Source: an optimization exercise on an open RTL-to-GDS flow (aim: small area and a short achievable clock period). Production flows keep margins and buffers that such runs may drop. At most, simulation tests tie the RTL to the original design; equivalence was not proved. Power and IR drop assume default switching activity.

==> flow/design.v <==
`timescale 1ns / 1ps
module entropy_encode_dc_coefficients #(parameter ADDER = 0) (
	input clk,
	input reset_n,
	input in_valid,
	input in_first,
	input [15:0] DcCoeff,
	output out_valid,
	output [31:0] codeword,
	output [5:0] codeword_length
);
reg first_pending;
wire is_first = in_first | first_pending;
reg [15:0] prev;
reg        sgn;       
wire        s_eff = sgn & ~is_first;
wire [15:0] p_eff = prev & {16{~is_first}};
wire [15:0] pp = ~(DcCoeff ^ p_eff);                         
wire [15:0] gg = s_eff ? (~DcCoeff & p_eff) : (DcCoeff & ~p_eff);  
wire        eq = &pp;                                         
wire [15:0] g0 = {gg[15:1], gg[0] | pp[0]};
wire [16:0] c;
assign c[0] = 1'b1;
genvar b;
generate
	if (ADDER == 1) begin : g_ripple
		for (b = 0; b < 16; b = b + 1) begin : g_r
			assign c[b+1] = g0[b] | (pp[b] & c[b]);
		end
	end else begin : g_sklansky
		wire [15:0] G0 = g0, P0 = pp;
		wire [15:0] G1, P1, G2, P2, G3, P3, G4, P4;
		for (b = 0; b < 16; b = b + 1) begin : g_l0
			if (b & 1) begin : g_node
				assign G1[b] = G0[b] | (P0[b] & G0[((b >> 0) << 0) - 1]);
				assign P1[b] = P0[b] & P0[((b >> 0) << 0) - 1];
			end else begin : g_pass
				assign G1[b] = G0[b];
				assign P1[b] = P0[b];
			end
		end
		for (b = 0; b < 16; b = b + 1) begin : g_l1
			if (b & 2) begin : g_node
				assign G2[b] = G1[b] | (P1[b] & G1[((b >> 1) << 1) - 1]);
				assign P2[b] = P1[b] & P1[((b >> 1) << 1) - 1];
			end else begin : g_pass
				assign G2[b] = G1[b];
				assign P2[b] = P1[b];
			end
		end
		for (b = 0; b < 16; b = b + 1) begin : g_l2
			if (b & 4) begin : g_node
				assign G3[b] = G2[b] | (P2[b] & G2[((b >> 2) << 2) - 1]);
				assign P3[b] = P2[b] & P2[((b >> 2) << 2) - 1];
			end else begin : g_pass
				assign G3[b] = G2[b];
				assign P3[b] = P2[b];
			end
		end
		for (b = 0; b < 16; b = b + 1) begin : g_l3
			if (b & 8) begin : g_node
				assign G4[b] = G3[b] | (P3[b] & G3[((b >> 3) << 3) - 1]);
				assign P4[b] = P3[b] & P3[((b >> 3) << 3) - 1];
			end else begin : g_pass
				assign G4[b] = G3[b];
				assign P4[b] = P3[b];
			end
		end
		assign c[16:1] = G4;
	end
endgenerate
wire [15:0] e = pp ^ c[15:0];
wire        e16 = pp[15] ^ c[16];
wire [16:0] m = {e ^ {16{e16}}, e16};
wire d_neg = s_eff ? (~e16 & ~eq) : e16;
always @(posedge clk) begin
	if (!reset_n) first_pending <= 1'b1;
	else if (in_valid) first_pending <= 1'b0;
	if (in_valid) begin
		prev <= DcCoeff;
		sgn <= d_neg & ~is_first;
	end
end
reg [16:0] m2;
reg        v2, f2;
reg [1:0]  cls;    
always @(posedge clk) begin
	if (!reset_n) v2 <= 1'b0;
	else v2 <= in_valid;
	m2 <= m;
	f2 <= is_first;
end
wire [1:0] mcls = (m2 == 17'd0) ? 2'd0 :
                  (m2 <= 17'd2) ? 2'd1 :
                  (m2 <= 17'd4) ? 2'd2 : 2'd3;
always @(posedge clk) begin
	if (v2) cls <= f2 ? 2'd3 : mcls;
end
wire cF = f2;
wire c0 = ~f2 & (cls == 2'd0);
wire c1 = ~f2 & (cls == 2'd1);
wire c2 = ~f2 & (cls == 2'd2);
wire c3 = ~f2 & (cls == 2'd3);
wire mlt4 = (m2[16:2] == 15'd0);      
wire [17:0] lowk;     
assign lowk = cF ? 18'h1f : c1 ? 18'h1 : c3 ? 18'h7 : 18'h0;
wire [16:0] mm = m2 | lowk[16:0];
wire [17:0] cin;      
assign cin[0] = 1'b1;
genvar j;
generate for (j = 1; j < 18; j = j + 1) begin : g_carry
	assign cin[j] = &mm[j-1:0];
end endgenerate
wire inc = ~c2;
wire [17:0] s;
assign s[16:0] = m2 ^ (cin[16:0] & ~lowk[16:0] & {17{inc}});
assign s[17] = inc & cin[17];
wire [17:0] cw = {s[17:3], s[2] | (c2 & mlt4), s[1:0]};
wire [17:0] t;
generate for (j = 1; j < 18; j = j + 1) begin : g_therm
	if (j < 17) begin : g_or
		assign t[j] = (|m2[16:j]) | (inc & cin[j]) | (c2 & (j <= 2));
	end else begin : g_top
		assign t[j] = inc & cin[j];
	end
end endgenerate
assign t[0] = 1'b1;
wire [1:0] sh = cF ? 2'd2 : (c3 | (c2 & mlt4)) ? 2'd1 : 2'd0;
wire [19:0] tx = {2'b00, t};
wire [17:0] u = (sh == 2'd2) ? tx[19:2] : (sh == 2'd1) ? tx[18:1] : tx[17:0];
reg [4:0] half;
integer i;
always @(*) begin
	half = 5'd0;
	for (i = 1; i < 18; i = i + 1)
		if (u[i] & ~u[(i < 17) ? i + 1 : 17] | (i == 17 & u[17])) half = i;
end
wire [5:0] len = {half, c0 | (c2 & mlt4)};
reg        v3;
reg [17:0] cw3;
reg [5:0]  len3;
always @(posedge clk) begin
	if (!reset_n) v3 <= 1'b0;
	else v3 <= v2;
	cw3 <= cw;
	len3 <= len;
end
assign out_valid = v3;
assign codeword = {14'h0, cw3};
assign codeword_length = len3;
endmodule
export LEC_CHECK = 0
export ABC_AREA = 1
export CAP_MARGIN = 20
export CORE_MARGIN = 2
export CORE_UTILIZATION = 40
export SETUP_SLACK_MARGIN = 3.0
export SLEW_MARGIN = 20
create_clock -name core_clock -period 5.0 [get_ports {clk}]
standard.sh (not shown) runs the stock make flow with config.mk's settings and CLKGATE_MAP_FILE= SYNTH_SCRIPT=/design/flow/synth_recipe.tcl, a recipe that flattens the netlist after the stock synthesis.
==> flow/flow/run.sh <==
#!/bin/bash
# The standard layout, except that the input and output ports are buffered
# with plain buffers instead of the delay buffers buffer_ports picks by default.
# make's full output goes to make.log in the work folder; ORFS keeps each tool's
# log under orfs/logs/.
set -euo pipefail
cd "$(dirname "$0")/.."
bash standard.sh "BUFFER_PORTS_ARGS=-buffer_cell sky130_fd_sc_hd__buf_2" finish > make.log 2>&1
Next try:
--- a/flow/design.v
+++ b/flow/design.v
@@ -9,17 +9,29 @@
 	output [31:0] codeword,
 	output [5:0] codeword_length
 );
 reg first_pending;
 wire is_first = in_first | first_pending;
+wire take_first = in_valid & is_first;
+reg [15:0] x1;
+reg        v1, f1;
+always @(posedge clk) begin
+	if (!reset_n) begin
+		first_pending <= 1'b1;
+		v1 <= 1'b0;
+	end else begin
+		if (in_valid) first_pending <= 1'b0;
+		v1 <= in_valid;
+	end
+	x1 <= DcCoeff;
+	f1 <= is_first;
+end
 reg [15:0] prev;
 reg        sgn;       
-wire        s_eff = sgn & ~is_first;
-wire [15:0] p_eff = prev & {16{~is_first}};
-wire [15:0] pp = ~(DcCoeff ^ p_eff);                         
-wire [15:0] gg = s_eff ? (~DcCoeff & p_eff) : (DcCoeff & ~p_eff);  
-wire        eq = &pp;                                         
+wire [15:0] pp = ~(x1 ^ prev);                           
+wire [15:0] gg = sgn ? (~x1 & prev) : (x1 & ~prev);      
+wire        eq = &pp;                                    
 wire [15:0] g0 = {gg[15:1], gg[0] | pp[0]};
 wire [16:0] c;
 assign c[0] = 1'b1;
 genvar b;
 generate
@@ -70,27 +82,28 @@
 	end
 endgenerate
 wire [15:0] e = pp ^ c[15:0];
 wire        e16 = pp[15] ^ c[16];
 wire [16:0] m = {e ^ {16{e16}}, e16};
-wire d_neg = s_eff ? (~e16 & ~eq) : e16;
+wire d_neg = sgn ? (~e16 & ~eq) : e16;
 always @(posedge clk) begin
-	if (!reset_n) first_pending <= 1'b1;
-	else if (in_valid) first_pending <= 1'b0;
-	if (in_valid) begin
-		prev <= DcCoeff;
-		sgn <= d_neg & ~is_first;
+	if (take_first) begin
+		prev <= 16'h0;
+		sgn <= 1'b0;
+	end else if (v1) begin
+		prev <= x1;
+		sgn <= d_neg & ~f1;
 	end
 end
 reg [16:0] m2;
 reg        v2, f2;
 reg [1:0]  cls;    
 always @(posedge clk) begin
 	if (!reset_n) v2 <= 1'b0;
-	else v2 <= in_valid;
+	else v2 <= v1;
 	m2 <= m;
-	f2 <= is_first;
+	f2 <= f1;
 end
 wire [1:0] mcls = (m2 == 17'd0) ? 2'd0 :
                   (m2 <= 17'd2) ? 2'd1 :
                   (m2 <= 17'd4) ? 2'd2 : 2'd3;
 always @(posedge clk) begin
=> The changed run went through all stages and came out clean; first-iteration DRC count grows by about a fifth; power rose by about a fifth; cell count climbs by a few percent; register-to-register slack gets better by 0.37 ns; synthesized cell count went up by a few percent; worst setup slack gets better by 0.73 ns; core utilization is higher by 0.62 points; die area climbs by a few percent; via count rose slightly; maximum frequency went up by a quarter to a third; clock power came out higher by about a fifth.
Only the layout flow was run in the first run of this note; the RTL was not checked for function there.

* * *

entropy_encode_dc_coefficients, a different RTL version from the one above (not shown whole).
Size in the first run: roughly 82 flip-flops, ~4000 um2 of cells after synthesis.
==> module entropy_encode_dc_coefficients, before the edit <==
module entropy_encode_dc_coefficients #(parameter ADDER = 0) (
	input clk,
	input reset_n,
	input in_valid,
	input in_first,
	input [15:0] DcCoeff,
	output out_valid,
	output [31:0] codeword,
	output [5:0] codeword_length
);
reg first_pending;
wire is_first = in_first | first_pending;
reg [15:0] x1;
reg [15:0] pp;        
reg        v1, f1;
always @(posedge clk) begin
	if (!reset_n) begin
		first_pending <= 1'b1;
		v1 <= 1'b0;
	end else begin
		if (in_valid) first_pending <= 1'b0;
		v1 <= in_valid;
	end
	if (in_valid) x1 <= DcCoeff;
	pp <= ~(DcCoeff ^ (x1 & {16{~is_first}}));
	f1 <= is_first;
end
reg        sgn;       
wire [15:0] gg = ~pp & (x1 ^ {16{sgn}});
wire        eq = &pp;                                    
wire [15:0] g0 = {gg[15:1], gg[0] | pp[0]};
wire [16:0] c;
assign c[0] = 1'b1;
genvar b;
generate
	if (ADDER == 1) begin : g_ripple
		for (b = 0; b < 16; b = b + 1) begin : g_r
			assign c[b+1] = g0[b] | (pp[b] & c[b]);
		end
	end else begin : g_sklansky
		wire [15:0] G0 = g0, P0 = pp;
		wire [15:0] G1, P1, G2, P2, G3, P3, G4, P4;
		for (b = 0; b < 16; b = b + 1) begin : g_l0
			if (b & 1) begin : g_node
				assign G1[b] = G0[b] | (P0[b] & G0[((b >> 0) << 0) - 1]);
				assign P1[b] = P0[b] & P0[((b >> 0) << 0) - 1];
			end else begin : g_pass
				assign G1[b] = G0[b];
				assign P1[b] = P0[b];
			end
		end
		for (b = 0; b < 16; b = b + 1) begin : g_l1
			if (b & 2) begin : g_node
				assign G2[b] = G1[b] | (P1[b] & G1[((b >> 1) << 1) - 1]);
				assign P2[b] = P1[b] & P1[((b >> 1) << 1) - 1];
			end else begin : g_pass
				assign G2[b] = G1[b];
				assign P2[b] = P1[b];
			end
		end
		for (b = 0; b < 16; b = b + 1) begin : g_l2
			if (b & 4) begin : g_node
				assign G3[b] = G2[b] | (P2[b] & G2[((b >> 2) << 2) - 1]);
				assign P3[b] = P2[b] & P2[((b >> 2) << 2) - 1];
			end else begin : g_pass
				assign G3[b] = G2[b];
				assign P3[b] = P2[b];
			end
		end
		for (b = 0; b < 16; b = b + 1) begin : g_l3
			if (b & 8) begin : g_node
				assign G4[b] = G3[b] | (P3[b] & G3[((b >> 3) << 3) - 1]);
				assign P4[b] = P3[b] & P3[((b >> 3) << 3) - 1];
			end else begin : g_pass
				assign G4[b] = G3[b];
				assign P4[b] = P3[b];
			end
		end
		assign c[16:1] = G4;
	end
endgenerate
wire [15:0] e = pp ^ c[15:0];
wire        e16 = pp[15] ^ c[16];
wire [16:0] m = {e ^ {16{e16}}, e16};
wire d_neg = sgn ? (~e16 & ~eq) : e16;
always @(posedge clk) begin
	if (in_valid & is_first) sgn <= 1'b0;
	else if (v1) sgn <= d_neg & ~f1;
end
reg [16:0] m2;
reg        v2, f2;
reg [1:0]  cls;    
always @(posedge clk) begin
	if (!reset_n) v2 <= 1'b0;
	else v2 <= v1;
	m2 <= m;
	f2 <= f1;
end
wire [1:0] mcls = (m2 == 17'd0) ? 2'd0 :
                  (m2 <= 17'd2) ? 2'd1 :
                  (m2 <= 17'd4) ? 2'd2 : 2'd3;
always @(posedge clk) begin
	if (v2) cls <= f2 ? 2'd3 : mcls;
end
wire cF = f2;
wire c0 = ~f2 & (cls == 2'd0);
wire c1 = ~f2 & (cls == 2'd1);
wire c2 = ~f2 & (cls == 2'd2);
wire c3 = ~f2 & (cls == 2'd3);
wire mlt4 = (m2[16:2] == 15'd0);      
wire [17:0] lowk;     
assign lowk = cF ? 18'h1f : c1 ? 18'h1 : c3 ? 18'h7 : 18'h0;
wire [16:0] mm = m2 | lowk[16:0];
wire [17:0] cin;      
assign cin[0] = 1'b1;
genvar j;
generate for (j = 1; j < 18; j = j + 1) begin : g_carry
	assign cin[j] = &mm[j-1:0];
end endgenerate
wire inc = ~c2;
wire [17:0] s;
assign s[16:0] = m2 ^ (cin[16:0] & ~lowk[16:0] & {17{inc}});
assign s[17] = inc & cin[17];
wire [17:0] cw = {s[17:3], s[2] | (c2 & mlt4), s[1:0]};
wire [16:0] w = m2 | {12'b0, cF, cF, cF | c3 | c2, cF | c3, cF | c3 | c1};
wire all1 = inc & w[0] & (&(~w[16:1] | w[15:0]));
reg [4:0] flw;
integer i;
always @(*) begin
	flw = 5'd0;
	for (i = 1; i < 17; i = i + 1)
		if (w[i]) flw = i;
end
wire [1:0] sh = cF ? 2'd2 : (c3 | (c2 & mlt4)) ? 2'd1 : 2'd0;
wire [4:0] half = flw + {4'b0, all1} - {3'b0, sh};
wire [5:0] len = {half, c0 | (c2 & mlt4)};
reg        v3;
reg [17:0] cw3;
reg [5:0]  len3;
always @(posedge clk) begin
	if (!reset_n) v3 <= 1'b0;
	else v3 <= v2;
	cw3 <= cw;
	len3 <= len;
end
assign out_valid = v3;
assign codeword = {14'h0, cw3};
assign codeword_length = len3;
endmodule
clock: 5.0 ns
lec_check: 0
abc_area: 1
cap_margin: 20
core_margin: 2
core_utilization: 65
cts_cluster_diameter: 200
cts_cluster_size: 50
setup_slack_margin: 2.8
slew_margin: 20
==> flow/flow/run.sh <==
#!/bin/bash
# The standard layout with two changes:
#  - the input and output ports are buffered with plain buffers instead of
#    the delay buffers buffer_ports picks by default;
#  - synthesis leaves adders to ABC instead of mapping them to full/half-adder
#    cells first (ADDER_MAP_FILE empty); registers are unchanged.
# make's full output goes to make.log in the work folder; ORFS keeps each
# tool's log under orfs/logs/.
set -euo pipefail
cd "$(dirname "$0")/.."
bash standard.sh "BUFFER_PORTS_ARGS=-buffer_cell sky130_fd_sc_hd__buf_2" "ADDER_MAP_FILE=" finish > make.log 2>&1
The starting point completed without violations.
Rerun with:
--- a/flow/design.v
+++ b/flow/design.v
@@ -100,14 +100,18 @@
 wire [1:0] mcls = (m2 == 17'd0) ? 2'd0 :
                   (m2 <= 17'd2) ? 2'd1 :
                   (m2 <= 17'd4) ? 2'd2 : 2'd3;
+wire [1:0] ncls = ~v2 ? cls : f2 ? 2'd3 : mcls;
 always @(posedge clk) begin
 	if (v2) cls <= f2 ? 2'd3 : mcls;
 end
+reg c0, c1, c2, c3;
+always @(posedge clk) begin
+	c0 <= ~f1 & (ncls == 2'd0);
+	c1 <= ~f1 & (ncls == 2'd1);
+	c2 <= ~f1 & (ncls == 2'd2);
+	c3 <= ~f1 & (ncls == 2'd3);
+end
 wire cF = f2;
-wire c0 = ~f2 & (cls == 2'd0);
-wire c1 = ~f2 & (cls == 2'd1);
-wire c2 = ~f2 & (cls == 2'd2);
-wire c3 = ~f2 & (cls == 2'd3);
 wire mlt4 = (m2[16:2] == 15'd0);      
 wire [17:0] lowk;     
 assign lowk = cF ? 18'h1f : c1 ? 18'h1 : c3 ? 18'h7 : 18'h0;
@@ -123,17 +127,25 @@
 assign s[16:0] = m2 ^ (cin[16:0] & ~lowk[16:0] & {17{inc}});
 assign s[17] = inc & cin[17];
 wire [17:0] cw = {s[17:3], s[2] | (c2 & mlt4), s[1:0]};
-wire [16:0] w = m2 | {12'b0, cF, cF, cF | c3 | c2, cF | c3, cF | c3 | c1};
-wire all1 = inc & w[0] & (&(~w[16:1] | w[15:0]));
-reg [4:0] flw;
+wire [17:0] t;
+generate for (j = 1; j < 18; j = j + 1) begin : g_therm
+	if (j < 17) begin : g_or
+		assign t[j] = (|m2[16:j]) | (inc & cin[j]) | (c2 & (j <= 2));
+	end else begin : g_top
+		assign t[j] = inc & cin[j];
+	end
+end endgenerate
+assign t[0] = 1'b1;
+wire [1:0] sh = cF ? 2'd2 : (c3 | (c2 & mlt4)) ? 2'd1 : 2'd0;
+wire [19:0] tx = {2'b00, t};
+wire [17:0] u = (sh == 2'd2) ? tx[19:2] : (sh == 2'd1) ? tx[18:1] : tx[17:0];
+reg [4:0] half;
 integer i;
 always @(*) begin
-	flw = 5'd0;
-	for (i = 1; i < 17; i = i + 1)
-		if (w[i]) flw = i;
+	half = 5'd0;
+	for (i = 1; i < 18; i = i + 1)
+		if (u[i] & ~u[(i < 17) ? i + 1 : 17] | (i == 17 & u[17])) half = i;
 end
-wire [1:0] sh = cF ? 2'd2 : (c3 | (c2 & mlt4)) ? 2'd1 : 2'd0;
-wire [4:0] half = flw + {4'b0, all1} - {3'b0, sh};
 wire [5:0] len = {half, c0 | (c2 & mlt4)};
 reg        v3;
 reg [17:0] cw3;
The new run ran to the end with no violations; via count went up by 33%; critical path depth went down by 14; cell count went up by 29%; wire length went up by 37%; non-clock buffer count went down by 4; utilization went down by 2.5 points; hold slack gets better by 0.038 ns; register-to-register slack gets better by 0.20 ns; worst setup slack gets better by 0.20 ns; design area went up by 12%; global-route usage went up by 5.2 points.
No run of this note included a check of the RTL's function; only the layout flow was run.

-- what the ideal ports hide --
How much do the figures lean on ideal ports? The routed layouts below were timed once more, with nothing changed but the port constraints.
Step 1 sets driving cells, clkbuf_16 on the clock port and buf_2 on the other inputs (assumed; they add their load-dependent delay and slew).
Step 2, shift: input delay + t, output delay - t, t = (earliest + latest rising clock arrival at the registers) / 2. This alone moves slack from input paths to output paths.
Three values: ideal ports, drivers, drivers and shift; two values: the first two.
| run | shift t [ns] | setup WS [ns] | latest minus earliest clock arrival (ns) | slew at the worst register clock pin (ns) |
|---|---|---|---|---|
| the first run of note 1 | 0.378 | 2.191 / 2.195 / 1.817 | 0.011 / 0.011 | 0.06 / 0.06 |
| the second run of note 1 | 0.374 | 2.926 / 2.926 / 2.850 | 0.008 / 0.009 | 0.06 / 0.06 |
| the first run of note 2 | 0.376 | 2.758 / 2.758 / 2.758 | 0.009 / 0.009 | 0.09 / 0.09 |
| the second run of note 2 | 0.395 | 2.955 / 2.955 / 2.874 | 0.017 / 0.017 | 0.11 / 0.11 |
After both steps every run listed still meets setup and hold. For the first run of note 1, which loses most, drivers alone change the setup slack by +0.004 ns; drivers and shift together by -0.374 ns.
